Source: an optimization exercise on an open RTL-to-GDS flow (aim: small area and a short achievable clock period). Production flows keep margins and buffers that such runs may drop.
In this exercise RTL edits were held to simulation tests only and were not proved equivalent to the original.

// Parallel_filter
module Parallel_filter
(
input [7:0] I_00,I_01,I_02,I_03,I_10,I_11,I_12,I_13,
input clk,rst,
output [7:0] P1,P2,P3,P4
);
Size in the first run: ~100 flip-flops, ~98 I/O pins.
Settings: LEC_CHECK=0, CAP_MARGIN=20, CORE_MARGIN=2, CORE_UTILIZATION=40, SLEW_MARGIN=20; clock period 30.0 ns.
standard.sh (not shown) runs the stock make flow with config.mk's settings and CLKGATE_MAP_FILE= SYNTH_SCRIPT=/design/flow/synth_recipe.tcl, a recipe that flattens the netlist after the stock synthesis.
==> flow/flow/run.sh <==
#!/bin/bash
set -euo pipefail
W=$PWD
export MY_ABC_SCRIPT=$W/flow/area.abc
sed "s#SYNTH_SCRIPT=[^ ]*#SYNTH_SCRIPT=$W/flow/my_synth.tcl#" standard.sh > my_standard.sh
grep -q "SYNTH_SCRIPT=$W/flow/my_synth.tcl" my_standard.sh
bash my_standard.sh BUFFER_PORTS_ARGS='-buffer_cell sky130_fd_sc_hd__buf_1' SETUP_SLACK_MARGIN=9.5 finish > make_flow.log 2>&1
==> flow/flow/area.abc <==
strash
dch
map -a -B 0.9
topo
dnsize
==> flow/flow/my_synth.tcl <==
proc synth {args} { yosys synth -nofsm -noshare {*}$args }
proc extract_fa {args} { puts "my_synth: extract_fa skipped" }
proc abc {args} {
  set out {}
  set skip 0
  foreach a $args {
    if {$skip} { lappend out $::env(MY_ABC_SCRIPT); set skip 0; continue }
    if {$a eq "-script"} { set skip 1 }
    lappend out $a
  }
  puts "my_synth: abc $out"
  yosys abc {*}$out
}
source $::env(SCRIPTS_DIR)/synth.tcl
# left out here: clear keep_hierarchy, flatten, clean up, hide names made inside functions, write 1_2_yosys.v
Next try:
==> flow/flow/run.sh (replaced) <==
#!/bin/bash
set -euo pipefail
W=$PWD
export MY_ABC_SCRIPT=$W/flow/area.abc
sed "s#SYNTH_SCRIPT=[^ ]*#SYNTH_SCRIPT=$W/flow/my_synth.tcl#" standard.sh > my_standard.sh
grep -q "SYNTH_SCRIPT=$W/flow/my_synth.tcl" my_standard.sh
bash my_standard.sh BUFFER_PORTS_ARGS='-buffer_cell sky130_fd_sc_hd__buf_1' finish > make_flow.log 2>&1
==> flow/flow/area.abc (replaced) <==
strash
dch
map -a
topo
buffer -p
upsize -c -D 6000
dnsize -c -D 6000
What happened:
- design area falls slightly
- sequential share of layout area rises by 0.34 points
- die area rises by a few percent
- synthesized cell count rises by a little under a tenth
- global-route usage falls by 0.74 points
- clock-buffer cell count falls by 3
Next try:
==> flow/run.sh (new file) <==
#!/bin/bash
# synth_recipe.tcl (not shown) runs the flow's synth.tcl, then flattens the netlist and writes it again
# the make line also repeats each setting of config.mk as NAME=value (left out here)
make -C /OpenROAD-flow-scripts/flow DESIGN_CONFIG=/design/flow/config.mk WORK_HOME=/design/flow/orfs CLKGATE_MAP_FILE= SYNTH_SCRIPT=/design/flow/synth_recipe.tcl finish
- ABC_AREA: unset -> 1
removed: flow/flow/run.sh
removed: flow/flow/area.abc
removed: flow/flow/my_synth.tcl
removed: flow/standard.sh
Outcome: Sequential share of layout area went down by 4.2 points; cell count went up by 33%; clock-buffer cell count went up by 2; final area went up by 32%; non-clock buffer count went down by 14; wire length went up by 32%.
Next try:
==> flow/flow/run.sh (new file) <==
#!/bin/bash
# Own flow: the standard layout (standard.sh) with these changes:
#  - port buffers: buf_1 instead of the default pick.
#  - clock tree: no dummy loads, smaller clock buffers.
# Every tool's output stays in orfs/logs/ and make_flow.log.
set -euo pipefail
W=$PWD
export MY_ABC_SCRIPT=$W/flow/area.abc
sed "s#SYNTH_SCRIPT=[^ ]*#SYNTH_SCRIPT=$W/flow/my_synth.tcl#" standard.sh > my_standard.sh
grep -q "SYNTH_SCRIPT=$W/flow/my_synth.tcl" my_standard.sh
EXTRA=(
  "BUFFER_PORTS_ARGS=-buffer_cell sky130_fd_sc_hd__buf_1"
  "CTS_ARGS=-sink_clustering_enable -repair_clock_nets -dont_use_dummy_load -buf_list {sky130_fd_sc_hd__clkbuf_4 sky130_fd_sc_hd__clkbuf_8}"
)
[[ -f flow/extra.txt ]] && mapfile -t -O ${#EXTRA[@]} EXTRA < flow/extra.txt
bash my_standard.sh "${EXTRA[@]}" finish > make_flow.log 2>&1
==> flow/flow/area.abc (new file) <==
strash
dch -f
amap
topo
upsize -D 6000
dnsize -D 6000
==> flow/flow/my_synth.tcl (new file) <==
proc synth {args} { yosys synth -nofsm -noshare {*}$args }
proc extract_fa {args} { puts "my_synth: extract_fa skipped" }
proc abc {args} {
  set out {}
  set skip 0
  foreach a $args {
    if {$skip} { lappend out $::env(MY_ABC_SCRIPT); set skip 0; continue }
    if {$a eq "-script"} { set skip 1 }
    lappend out $a
  }
  puts "my_synth: abc $out"
  yosys abc {*}$out
}
source $::env(SCRIPTS_DIR)/synth.tcl
# left out here: clear keep_hierarchy, flatten, clean up, hide names made inside functions, write 1_2_yosys.v
==> flow/standard.sh (new file) <==
#!/bin/bash
# synth_recipe.tcl (not shown) runs the flow's synth.tcl, then flattens the netlist and writes it again
# the make line also repeats each setting of config.mk as NAME=value (left out here)
make -C /OpenROAD-flow-scripts/flow DESIGN_CONFIG=/design/flow/config.mk WORK_HOME=/design/flow/orfs CLKGATE_MAP_FILE= SYNTH_SCRIPT=/design/flow/synth_recipe.tcl "${@:-finish}"
- ABC_AREA: 1 -> unset
removed: flow/run.sh
After rerunning: The new run went through all stages and came out clean; design area drops by 29%; sequential share of layout area increases by 5.4 points; final cell count is lower by 35%; hold slack gets worse by 0.35 ns; wire length shrinks by 25%; maximum frequency goes down by 6.4%.
Next try:
==> flow/flow/area.abc (replaced) <==
strash
dch
map -a -B 0.9
topo
dnsize
==> flow/flow/extra.txt (new file) <==
SETUP_SLACK_MARGIN=9.5
Result: Worst setup slack improved by 0.31 ns; via count increases by a few percent; non-clock buffer count increases by 32; cell count increases by roughly a tenth; cell area increases by a little under a tenth; sequential share of layout area decreases by 1.3 points; wire length decreases slightly.
Next try:
==> flow/flow/run.sh (replaced) <==
#!/bin/bash
set -euo pipefail
W=$PWD
export MY_ABC_SCRIPT=$W/flow/area.abc
sed "s#SYNTH_SCRIPT=[^ ]*#SYNTH_SCRIPT=$W/flow/my_synth.tcl#" standard.sh > my_standard.sh
grep -q "SYNTH_SCRIPT=$W/flow/my_synth.tcl" my_standard.sh
bash my_standard.sh BUFFER_PORTS_ARGS='-buffer_cell sky130_fd_sc_hd__buf_1' finish > make_flow.log 2>&1
removed: flow/flow/extra.txt
- The changed run finished clean
- design area fell by 3.3%
- clock-buffer cell count rose by 3
- core utilization fell by 1.5 points

* * *

The RTL this note starts from:
==> flow/design.v <==
module Compare_and_Swap
(
input  [7:0] a, b,
output       gt
);
wire [7:0] g = a & ~b;    
wire [7:0] p = a | ~b;    
assign gt = g[7] | p[7] & (g[6] | p[6] & (g[5] | p[5] & (g[4] | p[4] &
           (g[3] | p[3] & (g[2] | p[2] & (g[1] | p[1] & g[0]))))));
endmodule
module Systolic_Array
(
input        clk,
input  [7:0] LC, MC, HC, LD, MD, HD,
output [7:0] Pa, Pb
);
reg [7:0] LA, MA, HA, LB, MB, HB;
reg       lAB, mAB, hAB;              
wire lCD, mCD, hCD;
Compare_and_Swap k0 (LC, LD, lCD);
Compare_and_Swap k1 (MC, MD, mCD);
Compare_and_Swap k2 (HC, HD, hCD);
always @(posedge clk) begin
  LA <= LC; MA <= MC; HA <= HC;
  LB <= LD; MB <= MD; HB <= HD;
  lAB <= lCD; mAB <= mCD; hAB <= hCD;
end
wire lAC, lBC, lBD, mAC, mBC, mBD, hAC, hBC, hBD;
Compare_and_Swap k3 (LA, LC, lAC);
Compare_and_Swap k4 (LB, LC, lBC);
Compare_and_Swap k5 (LB, LD, lBD);
Compare_and_Swap k6 (MA, MC, mAC);
Compare_and_Swap k7 (MB, MC, mBC);
Compare_and_Swap k8 (MB, MD, mBD);
Compare_and_Swap k9 (HA, HC, hAC);
Compare_and_Swap k10 (HB, HC, hBC);
Compare_and_Swap k11 (HB, HD, hBD);
wire [7:0] loa, mda, hia, lob, mdb, hib;
sel3 sa (LA, MA, HA, LB, MB, HB, LC, MC, HC, lAB, lAC, lBC, mAB, mAC, mBC, hAB, hAC, hBC, loa, mda, hia);
sel3 sb (LB, MB, HB, LC, MC, HC, LD, MD, HD, lBC, lBD, lCD, mBC, mBD, mCD, hBC, hBD, hCD, lob, mdb, hib);
med3 fa (loa, mda, hia, Pa);
med3 fb (lob, mdb, hib, Pb);
endmodule
module sel3
(
input  [7:0] Lx, Mx, Hx, Ly, My, Hy, Lz, Mz, Hz,
input        lxy, lxz, lyz, mxy, mxz, myz, hxy, hxz, hyz,
output [7:0] lo, md, hi
);
assign lo = (lxy & lxz) ? Lx : ((~lxy & lyz) ? Ly : Lz);
assign hi = (~hxy & ~hxz) ? Hx : ((hxy & ~hyz) ? Hy : Hz);
wire sy = ~(mxy ^ myz);
wire sx = ~(mxz ^ myz);
assign md = sy ? My : (sx ? Mx : Mz);
endmodule
module med3
(
input  [7:0] x, y, z,
output [7:0] m
);
wire xy, yz, xz;
Compare_and_Swap c0 (x, y, xy);
Compare_and_Swap c1 (y, z, yz);
Compare_and_Swap c2 (x, z, xz);
wire sel_y = ~(xy ^ yz);
wire sel_x = ~(xz ^ yz);
assign m = sel_y ? y : (sel_x ? x : z);
endmodule
module Parallel_filter
(
input [7:0] I_00,I_01,I_02,I_03,I_10,I_11,I_12,I_13,
input clk,rst,
output [7:0] P1,P2,P3,P4
);
wire [7:0] LC0, MC0, HC0, LC1, MC1, HC1, LD0, MD0, HD0, LD1, MD1, HD1;
sort_col sc (I_00, I_01, I_02, I_03, LC0, MC0, HC0, LC1, MC1, HC1);
sort_col sd (I_10, I_11, I_12, I_13, LD0, MD0, HD0, LD1, MD1, HD1);
Systolic_Array top (clk, LC0, MC0, HC0, LD0, MD0, HD0, P1, P2);
Systolic_Array bot (clk, LC1, MC1, HC1, LD1, MD1, HD1, P3, P4);
endmodule
module sort_col
(
input  [7:0] r0, r1, r2, r3,
output [7:0] L0, M0, H0, L1, M1, H1
);
wire g01, g02, g12, g31, g32;
Compare_and_Swap c0 (r0, r1, g01);
Compare_and_Swap c1 (r0, r2, g02);
Compare_and_Swap c2 (r1, r2, g12);
Compare_and_Swap c3 (r3, r1, g31);
Compare_and_Swap c4 (r3, r2, g32);
sort3 s0 (r0, r1, r2, g01, g02, g12, L0, M0, H0);
sort3 s1 (r3, r1, r2, g31, g32, g12, L1, M1, H1);
endmodule
module sort3
(
input  [7:0] x, y, z,
input        gxy, gxz, gyz,
output [7:0] L, M, H
);
wire x_hi = gxy & gxz;
wire x_lo = ~gxy & ~gxz;
wire y_hi = ~gxy & gyz;
wire y_lo = gxy & ~gyz;
assign H = x_hi ? x : (y_hi ? y : z);
assign L = x_lo ? x : (y_lo ? y : z);
assign M = (~x_hi & ~x_lo) ? x : ((~y_hi & ~y_lo) ? y : z);
endmodule
==> flow/config.mk <==
export PLATFORM = sky130hd
export DESIGN_NAME = Parallel_filter
export DESIGN_NICKNAME = Parallel_filter
export VERILOG_FILES = /design/flow/design.v
export SDC_FILE = /design/flow/constraint.sdc
export NUM_CORES = 4
export LEC_CHECK = 0
export CAP_MARGIN = 20
export CORE_MARGIN = 2
export CORE_UTILIZATION = 40
export SLEW_MARGIN = 20
==> flow/constraint.sdc <==
create_clock -name core_clock -period 30.0 [get_ports {clk}]
set_input_delay 6.0000 -clock core_clock [delete_from_list [all_inputs] [get_ports {clk}]]
set_output_delay 6.0000 -clock core_clock [all_outputs]
set_load 0.01 [all_outputs]
==> flow/flow/run.sh <==
#!/bin/bash
set -euo pipefail
W=$PWD
export MY_ABC_SCRIPT=$W/flow/area.abc
sed "s#SYNTH_SCRIPT=[^ ]*#SYNTH_SCRIPT=$W/flow/my_synth.tcl#" standard.sh > my_standard.sh
grep -q "SYNTH_SCRIPT=$W/flow/my_synth.tcl" my_standard.sh
bash my_standard.sh BUFFER_PORTS_ARGS='-buffer_cell sky130_fd_sc_hd__buf_1' finish > make_flow.log 2>&1
==> flow/flow/area.abc <==
strash
dch
map -a
topo
buffer -p
upsize -c -D 5000
dnsize -c -D 5000
==> flow/flow/my_synth.tcl <==
proc synth {args} { yosys synth -nofsm -noshare {*}$args }
proc extract_fa {args} { puts "my_synth: extract_fa skipped" }
proc abc {args} {
  set out {}
  set skip 0
  foreach a $args {
    if {$skip} { lappend out $::env(MY_ABC_SCRIPT); set skip 0; continue }
    if {$a eq "-script"} { set skip 1 }
    lappend out $a
  }
  puts "my_synth: abc $out"
  yosys abc {*}$out
}
source $::env(SCRIPTS_DIR)/synth.tcl
# left out here: clear keep_hierarchy, flatten, clean up, hide names made inside functions, write 1_2_yosys.v
The starting point finished clean.
Then changed:
==> flow/flow/run.sh (replaced) <==
#!/bin/bash
set -euo pipefail
W=$PWD
export MY_ABC_SCRIPT=$W/flow/area.abc
sed "s#SYNTH_SCRIPT=[^ ]*#SYNTH_SCRIPT=$W/flow/my_synth.tcl#" standard.sh > my_standard.sh
grep -q "SYNTH_SCRIPT=$W/flow/my_synth.tcl" my_standard.sh
bash my_standard.sh BUFFER_PORTS_ARGS='-buffer_cell sky130_fd_sc_hd__buf_2' finish > make_flow.log 2>&1
==> flow/flow/area.abc (replaced) <==
strash
dch
map -a -B 0.9
topo
dnsize
=>
- setup slack got worse by 1.4 ns
- core utilization goes up by 1.6 points
- die area decreases by 9.4%
- sequential cell count stays the same
- area after synthesis fell by 9.7%

* * *

## old
// Parallel_filter: RTL as listed in full above, without the edits since
export LEC_CHECK = 0
export CAP_MARGIN = 20
export CORE_MARGIN = 2
export CORE_UTILIZATION = 40
export SLEW_MARGIN = 20
create_clock -name core_clock -period 30.0 [get_ports {clk}]
==> flow/flow/run.sh <==
#!/bin/bash
set -euo pipefail
W=$PWD
export MY_ABC_SCRIPT=$W/flow/area.abc
sed "s#SYNTH_SCRIPT=[^ ]*#SYNTH_SCRIPT=$W/flow/my_synth.tcl#" standard.sh > my_standard.sh
grep -q "SYNTH_SCRIPT=$W/flow/my_synth.tcl" my_standard.sh
bash my_standard.sh BUFFER_PORTS_ARGS='-buffer_cell sky130_fd_sc_hd__buf_1' SETUP_SLACK_MARGIN=11 finish > make_flow.log 2>&1
==> flow/flow/area.abc <==
strash
dch
map -a -B 0.9
topo
dnsize
Scripts as last shown in full above: flow/flow/my_synth.tcl
The final layout from old, which completed every stage, passed the timing, DRC and antenna checks at the end of the flow.
Relative to old, the following input files were edited for new:
diff --git a/flow/flow/run.sh b/flow/flow/run.sh
--- a/flow/flow/run.sh
+++ b/flow/flow/run.sh
@@ -7 +7 @@
-bash my_standard.sh BUFFER_PORTS_ARGS='-buffer_cell sky130_fd_sc_hd__buf_1' SETUP_SLACK_MARGIN=11 finish > make_flow.log 2>&1
+bash my_standard.sh > make_flow.log 2>&1
Notes after the runs:
- In the tables for new and old, first-iteration DRC count reads higher with old.
- On final worst-path setup slack, the lower figure sits with new, not old.

* * *

== tundra ==
Another version of the RTL of Parallel_filter (not shown whole).
For scale: roughly 1400 cells after synthesis.
Design Parallel_filter, start of the top module:
module Parallel_filter
(
input [7:0] I_00,I_01,I_02,I_03,I_10,I_11,I_12,I_13,
input clk,rst,
output [7:0] P1,P2,P3,P4
);
clock: 30.0 ns
lec_check: 0
cap_margin: 20
core_margin: 2
core_utilization: 40
slew_margin: 20
==> flow/flow/run.sh <==
#!/bin/bash
# Own flow: the standard layout (standard.sh) with these changes:
#  - port buffers: buf_1 instead of the default pick.
#  - clock tree: no dummy loads, smaller clock buffers.
# Every tool's output stays in orfs/logs/ and make_flow.log.
set -euo pipefail
W=$PWD
export MY_ABC_SCRIPT=$W/flow/area.abc
sed "s#SYNTH_SCRIPT=[^ ]*#SYNTH_SCRIPT=$W/flow/my_synth.tcl#" standard.sh > my_standard.sh
grep -q "SYNTH_SCRIPT=$W/flow/my_synth.tcl" my_standard.sh
EXTRA=(
  "BUFFER_PORTS_ARGS=-buffer_cell sky130_fd_sc_hd__buf_1"
  "CTS_ARGS=-sink_clustering_enable -repair_clock_nets -dont_use_dummy_load -buf_list {sky130_fd_sc_hd__clkbuf_4 sky130_fd_sc_hd__clkbuf_8}"
)
[[ -f flow/extra.txt ]] && mapfile -t -O ${#EXTRA[@]} EXTRA < flow/extra.txt
bash my_standard.sh "${EXTRA[@]}" finish > make_flow.log 2>&1
==> flow/flow/area.abc <==
strash
dc2
dch -f
amap
topo
upsize -D 6000
dnsize -D 6000
Scripts as last shown in full above: flow/flow/my_synth.tcl
Changes in sierra relative to tundra:
==> flow/flow/area.abc <==
strash
dc2
dch -f
amap -F 20 -A 40
topo
upsize -D 5500
dnsize -D 5500
==> run summary <==
The lower part of the cycle the worst path needs of sierra and tundra is in sierra.
Diff tundra -> sierra: number of buffers and inverters on the critical path rose by 3, hold violation total from the final report comparable.
#### Input delta (juniper over sierra)
==> flow/flow/area.abc <==
strash
dch -f
amap
topo
upsize -D 6000
dnsize -D 6000
--- outcome ---
Row synthesized-area fraction occupied by ao, oa, aoi and oai cells: juniper lower / sierra higher. Diff sierra -> juniper | initial cell density of the core | decrease of 0.30 points. From sierra to juniper the numbers moved as follows: global routing met2 resource utilization picked up an extra 5.0 points; area growth from synthesis to final layout picked up an extra 0.24 points. Sort sierra and juniper by global-route usage desc -> top: juniper. Compared with sierra, tapcell count in juniper increased by more than 10%. Max biggest cell delay along the critical path across sierra and juniper: juniper. Total of fill cells in the finished design: higher on juniper.
Input changes introduced in indigo (baseline for comparison: juniper):
==> flow/flow/area.abc <==
strash
dc2
dch -f
amap -F 20 -A 40
topo
upsize -D 5000
dnsize -D 5000
--- outcome ---
- Total die area: indigo < juniper
- Lower design area was reported by indigo, not juniper.
- Compared with juniper, indigo shows a global-route usage that is 0.91 points lower.
- For the average footprint of a synthesized cell, indigo came in about 11% higher than juniper did.
- Run comparison: indigo most common cell after layout, fill and taps aside a222oi_1; juniper most common cell after layout, fill and taps aside clkinv_1
- Compared with juniper, indigo shows post-route worst setup slack higher by 0.70 ns.
- Measured against juniper, the detailed-route via count of indigo comes out at 0.939 times the reference value.
- Summary of indigo over juniper: global-route wire length before repair went down, fraction of final layout cells sized beyond drive strength 1 climbed 1.7 points.

what the ideal ports hide:
The results above use ideal ports. As a check the final layouts listed here were re-extracted and re-timed, cells and wires unchanged.
Step 1 sets driving cells, clkbuf_16 on the clock port and buf_2 on the other inputs (assumed; they add their load-dependent delay and slew).
Step 2 moves the port delays by t, midway between the first and last clock arrival at a register: inputs arrive t later, outputs are due t later. That takes back most of the time a late clock gives input paths.
Three values: no drivers, after step 1, after step 2; two values: the first two.
| run | shift t [ns] | slack for setup (ns) | hold WS [ns] | worst setup path at the end | latest minus earliest clock arrival (ns) |
|---|---|---|---|---|---|
| the first run of note 1 | 0.403 | 10.145 / 10.086 / 10.086 | 6.061 / 6.064 / 6.467 | input to output | 0.016 / 0.016 |
| the second run of note 1 | 0.408 | 9.686 / 9.628 / 9.628 | 5.997 / 5.976 / 6.384 | input to output | 0.023 / 0.023 |
| the third run of note 1 | 0.426 | 11.199 / 11.172 / 11.172 | 6.415 / 6.382 / 6.808 | input to output | 0.006 / 0.006 |
| the fourth run of note 1 | 0.422 | 9.907 / 9.865 / 9.865 | 6.065 / 6.045 / 6.467 | input to output | 0.036 / 0.035 |
| the fifth run of note 1 | 0.429 | 10.219 / 10.160 / 10.160 | 6.017 / 6.020 / 6.450 | input to output | 0.035 / 0.035 |
| the sixth run of note 1 | 0.401 | 8.691 / 8.666 / 8.666 | 6.112 / 6.088 / 6.490 | input to output | 0.016 / 0.015 |
| the first run of note 2 | 0.406 | 10.362 / 10.312 / 10.312 | 6.064 / 6.045 / 6.452 | input to output | 0.018 / 0.017 |
| the second run of note 2 | 0.410 | 8.924 / 8.902 / 8.902 | 6.022 / 6.001 / 6.411 | input to output | 0.023 / 0.023 |
| old | 0.404 | 11.312 / 11.229 / 11.229 | 6.014 / 5.986 / 6.391 | input to output | 0.018 / 0.017 |
| new | 0.403 | 7.901 / 7.879 / 7.879 | 6.500 / 6.472 / 6.876 | input to output | 0.015 / 0.015 |
| tundra | 0.428 | 9.837 / 9.815 / 9.815 | 6.045 / 6.024 / 6.453 | input to output | 0.033 / 0.033 |
| sierra | 0.415 | 10.389 / 10.359 / 10.359 | 6.130 / 6.108 / 6.523 | input to output | 0.031 / 0.032 |
| juniper | 0.430 | 9.689 / 9.650 / 9.650 | 6.060 / 6.046 / 6.476 | input to output | 0.024 / 0.024 |
| indigo | 0.415 | 10.389 / 10.359 / 10.359 | 6.130 / 6.108 / 6.523 | input to output | 0.031 / 0.032 |
After both steps every run listed still meets setup and hold. The setup slack of old, which loses most, moves by -0.083 ns with the drivers and by -0.083 ns with both steps.
